Context: an optimization exercise on an open-source flow, tuned for small area, a short achievable clock period and few clock cycles per item. The choices shown serve that exercise and are no tape-out recipe.
RTL that was checked went through simulation tests only; none was proved equivalent to the original.

== the reference run ==
// sqrt_binary_search
module sqrt_binary_search (
    input  logic        clk,
    input  logic        rst,         
    input  logic        valid_in,
    input  logic [15:0] x,           
    output logic [15:0] x_sqrt,      
    output logic        valid_out
);
export LEC_CHECK = 0
export ABC_AREA = 1
export CAP_MARGIN = 20
export CORE_MARGIN = 2
export CORE_UTILIZATION = 40
export SETUP_SLACK_MARGIN = 1.5
export SLEW_MARGIN = 20
create_clock -name core_clock -period 11.0 [get_ports {clk}]
standard.sh (not shown) runs the stock make flow with config.mk's settings and CLKGATE_MAP_FILE= SYNTH_SCRIPT=/design/flow/synth_recipe.tcl, a recipe that flattens the netlist after the stock synthesis.
==> flow/flow/run.sh <==
#!/bin/bash
set -e
cp standard.sh standard_sh.log
cp synth_recipe.tcl synth_recipe_tcl.log
export BUFFER_PORTS_ARGS="-buffer_cell sky130_fd_sc_hd__buf_2"
bash standard.sh > standard.log 2>&1
The reference run: no failed stages, no open violations at the end
Inputs modified between the reference run and the trial run:
--- a/flow/design.v
+++ b/flow/design.v
@@ -414,36 +414,33 @@
     assign s_g7_4[6] = s_g7_3[6];
     assign s_p7_4[6] = s_p7_3[6];
     assign s_g7_4[7] = s_g7_3[7];
     assign s_p7_4[7] = s_p7_3[7];
     assign s_g7_4[8] = s_g7_3[8] | (s_p7_3[8] & s_g7_3[7]);
     assign s_p7_4[8] = s_p7_3[8] & s_p7_3[7];
     assign s_g7_4[9] = s_g7_3[9] | (s_p7_3[9] & s_g7_3[7]);
     assign s_p7_4[9] = s_p7_3[9] & s_p7_3[7];
     wire [9:0] s_c7 = {s_g7_4[8:0], 1'b0};
     wire [9:0] s_r8 = s_a7 ^ (s_o7 ^ s_c7);
     wire [7:0] s_q8 = {s_q7, ~s_r8[9]};
-    logic s_r;                
-    logic [6:0] o_r;      
+    logic [7:0] q_r;
     logic [9:0] r_r;
     logic v_r;
     always_ff @(posedge clk) begin
         if (rst) v_r <= 1'b0;
         else     v_r <= valid_in;
-        s_r <= s_q8[0];
-        o_r <= s_q8[7:1] ^ {7{s_q8[0]}};
+        q_r <= s_q8;
         r_r <= s_r8;
     end
-    wire [7:0] q_r = {o_r ^ {7{s_r}}, s_r};
     wire [10:0] t_a8 = {r_r[8:0], 2'b00};
-    wire [10:0] t_o8 = {s_r, o_r, 1'b0, 2'b11};
+    wire [10:0] t_o8 = {q_r[0], q_r ^ {8{q_r[0]}}, 2'b11};
     wire [10:0] t_g8_0 = t_a8 & t_o8;
     wire [10:0] t_p8_0 = t_a8 | t_o8;
     wire [10:0] t_g8_1, t_p8_1;
     assign t_g8_1[0] = t_g8_0[0];
     assign t_p8_1[0] = t_p8_0[0];
     assign t_g8_1[1] = t_g8_0[1] | (t_p8_0[1] & t_g8_0[0]);
     assign t_p8_1[1] = t_p8_0[1] & t_p8_0[0];
     assign t_g8_1[2] = t_g8_0[2];
     assign t_p8_1[2] = t_p8_0[2];
     assign t_g8_1[3] = t_g8_0[3] | (t_p8_0[3] & t_g8_0[2]);
     assign t_p8_1[3] = t_p8_0[3] & t_p8_0[2];
Findings:
Detailed-route wire length per cell: the trial run < the reference run. Compared with the reference run, the trial run shows a lower number of tapcells. Compared with the reference run, the trial run shows a number of unique standard cell types used by synthesis that is 4 lower. The trial run ended up with q_r[0] as its critical path capture point; the reference run ended up with o_r[4]. Going from the reference run to the trial run, share of final-layout standard cells stronger than drive strength 1 shrinks by 4.4 points. The reference run tops out at a lower clock frequency than the trial run. Re area growth from synthesis to layout: the trial run and the reference run aren't equal, and the lower value belongs to the trial run. Min final area across the trial run and the reference run: the trial run. Time the final worst path needs with I/O delays and setup ended up 0.20 ns lower on the trial run than on the reference run. Looking at met1 demand-to-capacity share in global routing across the trial run and the reference run, the one that comes out higher is the reference run.
Testbench counts of the trial run, summed over its fixed seeds: cycles 262,148, items 262,144.
No functional check of the RTL was part of the reference run.

---

## run D
sqrt_binary_search again, from the RTL that the note above started with.
==> flow/design.v (excerpt) <==
module sqrt_binary_search (
    input  logic        clk,
    input  logic        rst,         
    input  logic        valid_in,
    input  logic [15:0] x,           
    output logic [15:0] x_sqrt,      
    output logic        valid_out
);
==> flow/config.mk <==
export PLATFORM = sky130hd
export DESIGN_NAME = sqrt_binary_search
export DESIGN_NICKNAME = sqrt_binary_search
export VERILOG_FILES = /design/flow/design.v
export SDC_FILE = /design/flow/constraint.sdc
export NUM_CORES = 4
export LEC_CHECK = 0
export ABC_AREA = 1
export CAP_MARGIN = 20
export CORE_MARGIN = 2
export CORE_UTILIZATION = 40
export SETUP_SLACK_MARGIN = 1.5
export SLEW_MARGIN = 20
==> flow/constraint.sdc <==
create_clock -name core_clock -period 11.0 [get_ports {clk}]
set_input_delay 2.2000 -clock core_clock [delete_from_list [all_inputs] [get_ports {clk}]]
set_output_delay 2.2000 -clock core_clock [all_outputs]
set_load 0.01 [all_outputs]
==> flow/flow/run.sh <==
#!/bin/bash
# The standard layout (standard.sh), with two changes:
#  - no adder-cell mapping in synthesis (ADDER_MAP_FILE empty): ABC maps the
#    adders from plain gates instead of the slow ha/fa cells;
#  - buf_2 cells as the port buffers (buffer_ports otherwise picks the slow
#    clkdlybuf4s50_1).
set -e
export ADDER_MAP_FILE=
export BUFFER_PORTS_ARGS="-buffer_cell sky130_fd_sc_hd__buf_2"
bash standard.sh > standard.log 2>&1
Setup changes, run D to run B
diff --git a/flow/design.v b/flow/design.v
--- a/flow/design.v
+++ b/flow/design.v
@@ -415,34 +415,31 @@
     assign s_p7_4[6] = s_p7_3[6];
     assign s_g7_4[7] = s_g7_3[7];
     assign s_p7_4[7] = s_p7_3[7];
     assign s_g7_4[8] = s_g7_3[8] | (s_p7_3[8] & s_g7_3[7]);
     assign s_p7_4[8] = s_p7_3[8] & s_p7_3[7];
     assign s_g7_4[9] = s_g7_3[9] | (s_p7_3[9] & s_g7_3[7]);
     assign s_p7_4[9] = s_p7_3[9] & s_p7_3[7];
     wire [9:0] s_c7 = {s_g7_4[8:0], 1'b0};
     wire [9:0] s_r8 = s_a7 ^ (s_o7 ^ s_c7);
     wire [7:0] s_q8 = {s_q7, ~s_r8[9]};
-    logic s_r;                
-    logic [6:0] o_r;      
+    logic [7:0] q_r;
     logic [9:0] r_r;
     logic v_r;
     always_ff @(posedge clk) begin
         if (rst) v_r <= 1'b0;
         else     v_r <= valid_in;
-        s_r <= s_q8[0];
-        o_r <= s_q8[7:1] ^ {7{s_q8[0]}};
+        q_r <= s_q8;
         r_r <= s_r8;
     end
-    wire [7:0] q_r = {o_r ^ {7{s_r}}, s_r};
     wire [10:0] t_a8 = {r_r[8:0], 2'b00};
-    wire [10:0] t_o8 = {s_r, o_r, 1'b0, 2'b11};
+    wire [10:0] t_o8 = {q_r[0], q_r ^ {8{q_r[0]}}, 2'b11};
     wire [10:0] t_g8_0 = t_a8 & t_o8;
     wire [10:0] t_p8_0 = t_a8 | t_o8;
     wire [10:0] t_g8_1, t_p8_1;
     assign t_g8_1[0] = t_g8_0[0];
     assign t_p8_1[0] = t_p8_0[0];
     assign t_g8_1[1] = t_g8_0[1] | (t_p8_0[1] & t_g8_0[0]);
     assign t_p8_1[1] = t_p8_0[1] & t_p8_0[0];
     assign t_g8_1[2] = t_g8_0[2];
     assign t_p8_1[2] = t_p8_0[2];
     assign t_g8_1[3] = t_g8_0[3] | (t_p8_0[3] & t_g8_0[2]);
Findings:
From run D to run B the numbers moved as follows: routed wire length has decreased, global-route usage increased by 0.74 points relative to the old numbers, synthesized cell count stayed essentially flat. Compared run B against run D; area added between synthesis and finish within noise. Routing usage on met3 ended up 0.22 points higher on run B than on run D. Per the comparison of run B with run D, placed cell count -about 2.4%; total vias in the final route decreased by 1.1% relative to the old numbers; worst setup margin rose 0.10 ns. The more densely filled core belongs to run B, not run D.
Testbench counts of run B, summed over its fixed seeds: cycles 262,148, items 262,144.
Function not checked in run D: the RTL went through the layout flow alone.

---

sqrt_binary_search, a different RTL version from the one above (not shown whole).
Size in the first run: roughly 18 flip-flops, about 36 I/O pins.
Settings: LEC_CHECK=0, ABC_AREA=1, CAP_MARGIN=20, CORE_MARGIN=2, CORE_UTILIZATION=40, PLACE_DENSITY=0.85, SETUP_SLACK_MARGIN=3.5, SLEW_MARGIN=20, TNS_END_PERCENT=10; clock period 11.0 ns.
==> flow/flow/run.sh <==
#!/bin/bash
# The standard layout (standard.sh), with these changes:
#  - synthesis: no adder-cell mapping (ADDER_MAP_FILE empty), so ABC maps the
#    adders from plain gates instead of the slow ha/fa cells, and the final ABC
#    mapping uses flow/abc_iter.script (see flow/synth_iter.tcl);
#  - buf_2 cells as the port buffers (buffer_ports otherwise picks the slow
#    clkdlybuf4s50_1);
#  - setup repair only resizes cells (SETUP_MOVE_SEQUENCE=sizeup).
set -e
here=$(pwd)
export ADDER_MAP_FILE=
export BUFFER_PORTS_ARGS="-buffer_cell sky130_fd_sc_hd__buf_2"
export SETUP_MOVE_SEQUENCE=sizeup
bash standard.sh SYNTH_SCRIPT=$here/flow/synth_iter.tcl finish > standard.log 2>&1
==> flow/flow/abc_iter.script <==
strash
dch
map -B 0.9
strash
dch
map -B 0.9
strash
dch
map -B 0.9
strash
dch
map -B 0.9
strash
dch
map -B 0.9
strash
dch
map -B 0.9
strash
dch
map -B 0.9
strash
dch
map -B 0.9 -D 5000
topo
stime -c
buffer -c
upsize -c -D 5000
dnsize -c -D 5000
==> flow/flow/synth_iter.tcl <==
# The standard flow's synthesis (synth_recipe.tcl, which sources ORFS's synth.tcl) with one
# change: the final technology mapping runs ABC with abc_iter.script, which
# repeats ORFS's area script's strash/dch/map round 8 times, the last one and the sizing
# aimed at a 5000 ps delay target (area recovery below it).
# Everything before it (synth -nofsm -noshare, flip-flop mapping) and after it
# (flatten, renames) is the standard flow's own, so the registers are the standard ones.
set ::abc_iter_script [file normalize [file join [file dirname [info script]] abc_iter.script]]
set ::synth_recipe_tcl [file normalize [file join [file dirname [info script]] .. synth_recipe.tcl]]
proc abc {args} {
  set i [lsearch -exact $args -script]
  if {$i >= 0} { lset args [expr {$i + 1}] $::abc_iter_script }
  puts "abc: mapping with $::abc_iter_script"
  yosys abc {*}$args
}
source $::synth_recipe_tcl
The first run passed the timing, DRC and antenna checks.
==> next run, changes <==
--- a/flow/design.v
+++ b/flow/design.v
@@ -1,12 +1,12 @@
 module sqrt_head (
     input  logic [15:0] x,
-    output logic [8:0] q,      
-    output logic [10:0] r       
+    output logic [7:0] q,      
+    output logic [9:0] r       
 );
     wire [2:0] a0 = {1'b0, x[15:14]};
     wire [2:0] o0 = 3'b111;   
     wire [2:0] g0_0 = a0 & o0;
     wire [2:0] p0_0 = a0 | o0;
     wire [2:0] g0_1, p0_1;
     assign g0_1[0] = g0_0[0];
     assign p0_1[0] = p0_0[0];
@@ -406,18 +406,26 @@
     assign g7_4[7] = g7_3[7];
     assign p7_4[7] = p7_3[7];
     assign g7_4[8] = g7_3[8] | (p7_3[8] & g7_3[7]);
     assign p7_4[8] = p7_3[8] & p7_3[7];
     assign g7_4[9] = g7_3[9] | (p7_3[9] & g7_3[7]);
     assign p7_4[9] = p7_3[9] & p7_3[7];
     wire [9:0] r8 = a7 ^ o7 ^ {g7_4[8:0], 1'b0};
     wire [7:0] q8 = {q7, ~r8[9]};
-    wire [10:0] a8 = {r8[8:0], 2'b00};
-    wire [10:0] o8 = {q8[0], q8 ^ {8{q8[0]}}, 2'b11};
+    assign q = q8;
+    assign r = r8;
+endmodule
+module sqrt_tail (
+    input  logic [7:0] q,
+    input  logic [9:0] r,
+    output logic [11:0] root
+);
+    wire [10:0] a8 = {r[8:0], 2'b00};
+    wire [10:0] o8 = {q[0], q ^ {8{q[0]}}, 2'b11};
     wire [10:0] g8_0 = a8 & o8;
     wire [10:0] p8_0 = a8 | o8;
     wire [10:0] g8_1, p8_1;
     assign g8_1[0] = g8_0[0];
     assign p8_1[0] = p8_0[0];
     assign g8_1[1] = g8_0[1] | (p8_0[1] & g8_0[0]);
     assign p8_1[1] = p8_0[1] & p8_0[0];
     assign g8_1[2] = g8_0[2];
@@ -503,27 +511,19 @@
     assign p8_4[7] = p8_3[7];
     assign g8_4[8] = g8_3[8] | (p8_3[8] & g8_3[7]);
     assign p8_4[8] = p8_3[8] & p8_3[7];
     assign g8_4[9] = g8_3[9] | (p8_3[9] & g8_3[7]);
     assign p8_4[9] = p8_3[9] & p8_3[7];
     assign g8_4[10] = g8_3[10] | (p8_3[10] & g8_3[7]);
     assign p8_4[10] = p8_3[10] & p8_3[7];
     wire [10:0] r9 = a8 ^ o8 ^ {g8_4[9:0], 1'b0};
-    wire [8:0] q9 = {q8, ~r9[10]};
-    assign q = q9;
-    assign r = r9;
-endmodule
-module sqrt_tail (
-    input  logic [8:0] q,
-    input  logic [10:0] r,
-    output logic [11:0] root
-);
-    wire [11:0] a9 = {r[9:0], 2'b00};
-    wire [11:0] o9 = {q[0], q ^ {9{q[0]}}, 2'b11};
+    wire [8:0] q9 = {q, ~r9[10]};
+    wire [11:0] a9 = {r9[9:0], 2'b00};
+    wire [11:0] o9 = {q9[0], q9 ^ {9{q9[0]}}, 2'b11};
     wire [11:0] g9_0 = a9 & o9;
     wire [11:0] p9_0 = a9 | o9;
     wire [11:0] g9_1, p9_1;
     assign g9_1[0] = g9_0[0];
     assign p9_1[0] = p9_0[0];
     assign g9_1[1] = g9_0[1] | (p9_0[1] & g9_0[0]);
     assign p9_1[1] = p9_0[1] & p9_0[0];
     assign g9_1[2] = g9_0[2];
@@ -617,17 +617,17 @@
     assign p9_4[8] = p9_3[8] & p9_3[7];
     assign g9_4[9] = g9_3[9] | (p9_3[9] & g9_3[7]);
     assign p9_4[9] = p9_3[9] & p9_3[7];
     assign g9_4[10] = g9_3[10] | (p9_3[10] & g9_3[7]);
     assign p9_4[10] = p9_3[10] & p9_3[7];
     assign g9_4[11] = g9_3[11] | (p9_3[11] & g9_3[7]);
     assign p9_4[11] = p9_3[11] & p9_3[7];
     wire [11:0] r10 = a9 ^ o9 ^ {g9_4[10:0], 1'b0};
-    wire [9:0] q10 = {q, ~r10[11]};
+    wire [9:0] q10 = {q9, ~r10[11]};
     wire [12:0] a10 = {r10[10:0], 2'b00};
     wire [12:0] o10 = {q10[0], q10 ^ {10{q10[0]}}, 2'b11};
     wire [12:0] g10_0 = a10 & o10;
     wire [12:0] p10_0 = a10 | o10;
     wire [12:0] g10_1, p10_1;
     assign g10_1[0] = g10_0[0];
     assign p10_1[0] = p10_0[0];
     assign g10_1[1] = g10_0[1] | (p10_0[1] & g10_0[0]);
@@ -864,18 +864,18 @@
 module sqrt_binary_search (
     input  logic        clk,
     input  logic        rst,         
     input  logic        valid_in,
     input  logic [15:0] x,           
     output logic [15:0] x_sqrt,      
     output logic        valid_out
 );
-    logic [8:0] q_d, q_r;
-    logic [10:0] r_d, r_r;
+    logic [7:0] q_d, q_r;
+    logic [9:0] r_d, r_r;
     logic        v_r;
     logic [11:0] root;
     sqrt_head head (.x(x), .q(q_d), .r(r_d));
     always_ff @(posedge clk) begin
         if (rst) v_r <= 1'b0;
         else     v_r <= valid_in;
         q_r <= q_d;
         r_r <= r_d;
What happened: The changed run produced a clean layout; wire length shrinks by 3.6%; global-route usage grows by 0.44 points; design area shrinks by 3.5%; worst setup slack gains 0.091 ns; synthesized area grows by 4.0%; worst hold slack gains 0.0045 ns; cell count grows by 7.6%; utilization shrinks by 2.7 points; sequential share of layout area grows by 0.38 points.
Testbench counts after the change, summed over its fixed seeds: cycles 262,148, items 262,144.
For the first run of this note, only the layout was checked, not whether the RTL still works.

## afterwards: timing with drivers on the ports
The results above use ideal ports. As a check the final layouts listed here were re-extracted and re-timed, cells and wires unchanged.
Step 1 sets driving cells, clkbuf_16 on the clock port and buf_2 on the other inputs (assumed; they add their load-dependent delay and slew).
Step 2 adds t to the input delays and takes it off the output delays; t is the mean of the earliest and latest rising clock arrival at the registers after step 1. Input paths then give back, and output paths get back, about the clock's delay inside the block.
a / b / c = ideal ports / drivers / drivers and shift; a / b = the first two.
run | t (ns) | setup slack, ns | worst setup path at the end | latest minus earliest clock arrival (ns) | slew at the worst register clock pin (ns)
the reference run | 0.273 | 2.123 / 2.130 / 1.858 | input to register | 0.002 / 0.001 | 0.06 / 0.06
the trial run | 0.269 | 2.328 / 2.333 / 2.064 | input to register | 0.006 / 0.006 | 0.07 / 0.07
run D | 0.272 | 3.039 / 3.018 / 3.290 | register to output | 0.002 / 0.002 | 0.06 / 0.06
run B | 0.276 | 3.143 / 3.117 / 3.392 | register to output | 0.007 / 0.007 | 0.07 / 0.07
the first run of note 3 | 0.280 | 3.864 / 3.836 / 3.742 | input to register | 0.002 / 0.002 | 0.07 / 0.07
the second run of note 3 | 0.272 | 3.955 / 3.927 / 3.935 | input to register | 0.003 / 0.002 | 0.06 / 0.06
After both steps every run listed still meets setup and hold. The setup slack of the reference run, which loses most, moves by +0.007 ns with the drivers and by -0.265 ns with both steps.
